From an optimization exercise on the open Yosys and OpenROAD flow, aimed at small area; shortcuts taken in it are not production practice.
Function was checked by simulation only, so behaviour that the tests miss may differ from the original.
Power figures rest on the tool's default switching activity, not on a simulated workload. The flow treats the clock pin as an ideal source, which a real chip does not have.

## ospi_flash
module ospi_flash(
    input wire clk,
    output wire [7:0] OSPI_IO_out,
    output wire OSPI_IO_oe,
    input wire OSPI_CS,
    input wire reset_n,
    input wire write_enable,
    input wire read_enable,
    input wire erase_enable,
    input wire [7:0] data_in,
    input wire [23:0] address,
    output reg [7:0] data_out,
    input wire HOLD_N,
    input wire [1:0] mode
);
==> flow/config.mk <==
export PLATFORM = sky130hd
export DESIGN_NAME = ospi_flash
export DESIGN_NICKNAME = ospi_flash
export VERILOG_FILES = /design/flow/design.v
export SDC_FILE = /design/flow/constraint.sdc
export NUM_CORES = 8
export LEC_CHECK = 0
export CAP_MARGIN = 25
export CORE_MARGIN = 2
export CORE_UTILIZATION = 75
export CTS_BUF_LIST = sky130_fd_sc_hd__clkbuf_16
export CTS_CLUSTER_DIAMETER = 80
export CTS_CLUSTER_SIZE = 30
export PLACE_DENSITY = 0.85
export SLEW_MARGIN = 25
export SYNTH_HIERARCHICAL = 1
export SYNTH_MINIMUM_KEEP_SIZE = 0
==> flow/constraint.sdc <==
create_clock -name core_clock -period 14.0 [get_ports {clk}]
set_input_delay 2.8000 -clock core_clock [delete_from_list [all_inputs] [get_ports {clk}]]
set_output_delay 2.8000 -clock core_clock [all_outputs]
set_load 0.01 [all_outputs]
run.sh (not shown) runs the stock make flow with config.mk's settings and CLKGATE_MAP_FILE= SYNTH_SCRIPT=/design/flow/synth_recipe.tcl, a recipe that flattens the netlist after the stock synthesis.
Next try:
==> flow/flow/run.sh (new file) <==
#!/bin/bash
# The standard layout, with two changes: port buffers use the smallest
# buffer cell, and clock tree synthesis inserts no dummy loads.
set -euo pipefail
export BUFFER_PORTS_ARGS="-buffer_cell sky130_fd_sc_hd__buf_1"
export CTS_ARGS="-sink_clustering_enable -repair_clock_nets -dont_use_dummy_load -buf_list sky130_fd_sc_hd__clkbuf_16 -sink_clustering_size 30 -sink_clustering_max_diameter 80"
bash standard.sh > standard.log 2>&1
==> flow/standard.sh (new file) <==
#!/bin/bash
# synth_recipe.tcl (not shown) runs the flow's synth.tcl, then flattens the netlist and writes it again
# the make line also repeats each setting of config.mk as NAME=value (left out here)
make -C /OpenROAD-flow-scripts/flow DESIGN_CONFIG=/design/flow/config.mk WORK_HOME=/design/flow/orfs CLKGATE_MAP_FILE= SYNTH_SCRIPT=/design/flow/synth_recipe.tcl "${@:-finish}"
Settings changed: CAP_MARGIN 25 to 40, SLEW_MARGIN 25 to 40.
removed: flow/run.sh
Power fell by 0.78%.
Utilization is about the same.
Design area hardly moves.
Register-to-register slack gets worse by 200 ps.
Critical path depth is unchanged.
Sequential power is about the same.
Next try:
==> flow/run.sh (new file) <==
#!/bin/bash
# synth_recipe.tcl (not shown) runs the flow's synth.tcl, then flattens the netlist and writes it again
# the make line also repeats each setting of config.mk as NAME=value (left out here)
make -C /OpenROAD-flow-scripts/flow DESIGN_CONFIG=/design/flow/config.mk WORK_HOME=/design/flow/orfs CLKGATE_MAP_FILE= SYNTH_SCRIPT=/design/flow/synth_recipe.tcl finish
Settings changed: CTS_CLUSTER_DIAMETER 80 to 40, CTS_CLUSTER_SIZE 30 to 25.
removed: flow/flow/run.sh
removed: flow/standard.sh
Outcome:
- The changed run went through all stages and came out clean
- sequential power barely changes
- sequential cell count is unchanged
- utilization rises by 4.9 points
- count of clock-buffer cells in the layout rises by 97

========
== job 6701 ==
Another version of the RTL of ospi_flash (not shown whole).
Size: about 6100 cells after synthesis, ~2100 flip-flops, roughly 65000 sq um of cells after synthesis.
Settings: LEC_CHECK=0, CAP_MARGIN=25, CORE_MARGIN=2, CORE_UTILIZATION=80, CTS_BUF_LIST=sky130_fd_sc_hd__clkbuf_16, CTS_CLUSTER_DIAMETER=80, CTS_CLUSTER_SIZE=30, PLACE_DENSITY=0.9, SLEW_MARGIN=25, SYNTH_HIERARCHICAL=1, SYNTH_MINIMUM_KEEP_SIZE=0; clock period 14.0 ns.
standard.sh (not shown) runs the stock make flow with config.mk's settings and CLKGATE_MAP_FILE= SYNTH_SCRIPT=/design/flow/synth_recipe.tcl, a recipe that flattens the netlist after the stock synthesis.
==> flow/flow/run.sh <==
#!/bin/bash
# The standard layout, with two changes: port buffers use the smallest
# buffer cell, and clock tree synthesis inserts no dummy loads.
set -euo pipefail
export BUFFER_PORTS_ARGS="-buffer_cell sky130_fd_sc_hd__buf_1"
export CTS_ARGS="-sink_clustering_enable -repair_clock_nets -dont_use_dummy_load -buf_list sky130_fd_sc_hd__clkbuf_16 -sink_clustering_size 30 -sink_clustering_max_diameter 60"
bash standard.sh > standard.log 2>&1
Job 6701 | stages: all done | timing, DRC, antenna: all pass
Modified inputs, job 2582 compared to job 6701
==> flow/flow/run.sh <==
#!/bin/bash
# The standard layout, with two changes: port buffers use the smallest
# buffer cell, and clock tree synthesis inserts no dummy loads.
set -euo pipefail
export BUFFER_PORTS_ARGS="-buffer_cell sky130_fd_sc_hd__buf_1"
export CTS_ARGS="-sink_clustering_enable -repair_clock_nets -dont_use_dummy_load -buf_list sky130_fd_sc_hd__clkbuf_16 -sink_clustering_size 33 -sink_clustering_max_diameter 80"
bash standard.sh > standard.log 2>&1
Findings:
- No stage failed in job 2582, and the final checks on the layout all came back clean.
- Job 6701 has higher overall global routing resource usage than job 2582.
- Between job 6701 and job 2582, the flow reports number of nets in the layout decreasing slightly.
- [compare] base=job 6701 new=job 2582: delay of the slowest cell on the worst path decreased by 0.15 ns relative to the old numbers; routed wire length fell 3600 um; worst setup slack moved up; net switching power of the design moved down; normalized max-slew margin now smaller.
Inputs modified between job 2582 and job 9713:
==> flow/flow/run.sh <==
#!/bin/bash
# The standard layout, with two changes: port buffers use the smallest
# buffer cell, and clock tree synthesis inserts no dummy loads.
set -euo pipefail
export BUFFER_PORTS_ARGS="-buffer_cell sky130_fd_sc_hd__buf_1"
export CTS_ARGS="-sink_clustering_enable -repair_clock_nets -dont_use_dummy_load -buf_list sky130_fd_sc_hd__clkbuf_16 -sink_clustering_buffer sky130_fd_sc_hd__clkbuf_8 -sink_clustering_size 18 -sink_clustering_max_diameter 60"
bash standard.sh > standard.log 2>&1
==> notes.md <==
The run showing the greater share of the clock period used by the worst path is job 9713.
Compared job 2582 against job 9713; worst hold slack within noise.
Non-clock buffer count delta (job 9713 -> job 2582): insignificant
Job 9713 against job 2582: register-to-register slack decreased 0.03 ns; switching share of total power increased 0.42 points; worst setup slack decreased 0.080 ns.
Taking job 2582 as the reference, in job 9713 global-route wire length before repair did not really move; met1 demand-to-capacity share in global routing did not really move; highest clock rate went down.
For job 7244, these inputs were changed with respect to job 9713:
==> flow/flow/run.sh <==
#!/bin/bash
# The standard layout, with two changes: port buffers use the smallest
# buffer cell, and clock tree synthesis inserts no dummy loads.
set -euo pipefail
export BUFFER_PORTS_ARGS="-buffer_cell sky130_fd_sc_hd__buf_1"
export CTS_ARGS="-sink_clustering_enable -repair_clock_nets -dont_use_dummy_load -buf_list sky130_fd_sc_hd__clkbuf_8 -sink_clustering_size 18 -sink_clustering_max_diameter 60"
bash standard.sh > standard.log 2>&1
The via count was comparable across job 7244 and job 9713. The worst hold slack of job 7244 and that of job 9713 are within noise of each other. Number of search-and-repair iterations in the first detailed-routing pass, job 7244 and job 9713: lower on job 9713. Compared with job 9713, in job 7244 number of vias per cell held, utilization after layout went down 0.25 points. Number of antenna violations at the first check in global routing, job 7244 and job 9713, lower one = job 9713.

separate check: timing with driven ports:
Ports are ideal in the flow. The routed layouts listed here were re-timed in OpenROAD.
Step 1, drivers: a clkbuf_16 drives clk and a buf_2 each remaining input, both assumed.
Step 2 times the ports against the registers' clock, not the clock port: input delays grow and output delays shrink by t, the midpoint of the rising clock arrivals with the driver on.
Slacks: ideal ports / drivers / drivers and shift; pairs: ideal ports / drivers.
run | t, ns | slack for setup (ns) | worst data-port slew with drivers (ns)
the first run of note 1 | 0.752 | 2.194 / 2.122 / 2.122 | 0.32
the second run of note 1 | 0.760 | 3.046 / 2.940 / 2.940 | 0.30
the third run of note 1 | 0.859 | 2.078 / 2.010 / 2.010 | 0.31
job 6701 | 0.757 | 2.981 / 2.923 / 2.923 | 0.13
job 2582 | 0.742 | 3.329 / 3.277 / 3.277 | 0.14
job 9713 | 0.778 | 3.248 / 3.197 / 3.197 | 0.15
job 7244 | 0.885 | 3.219 / 3.161 / 3.161 | 0.14
After both steps every run listed still meets setup and hold. For the second run of note 1, which loses most, drivers alone change the setup slack by -0.106 ns; drivers and shift together by -0.106 ns.
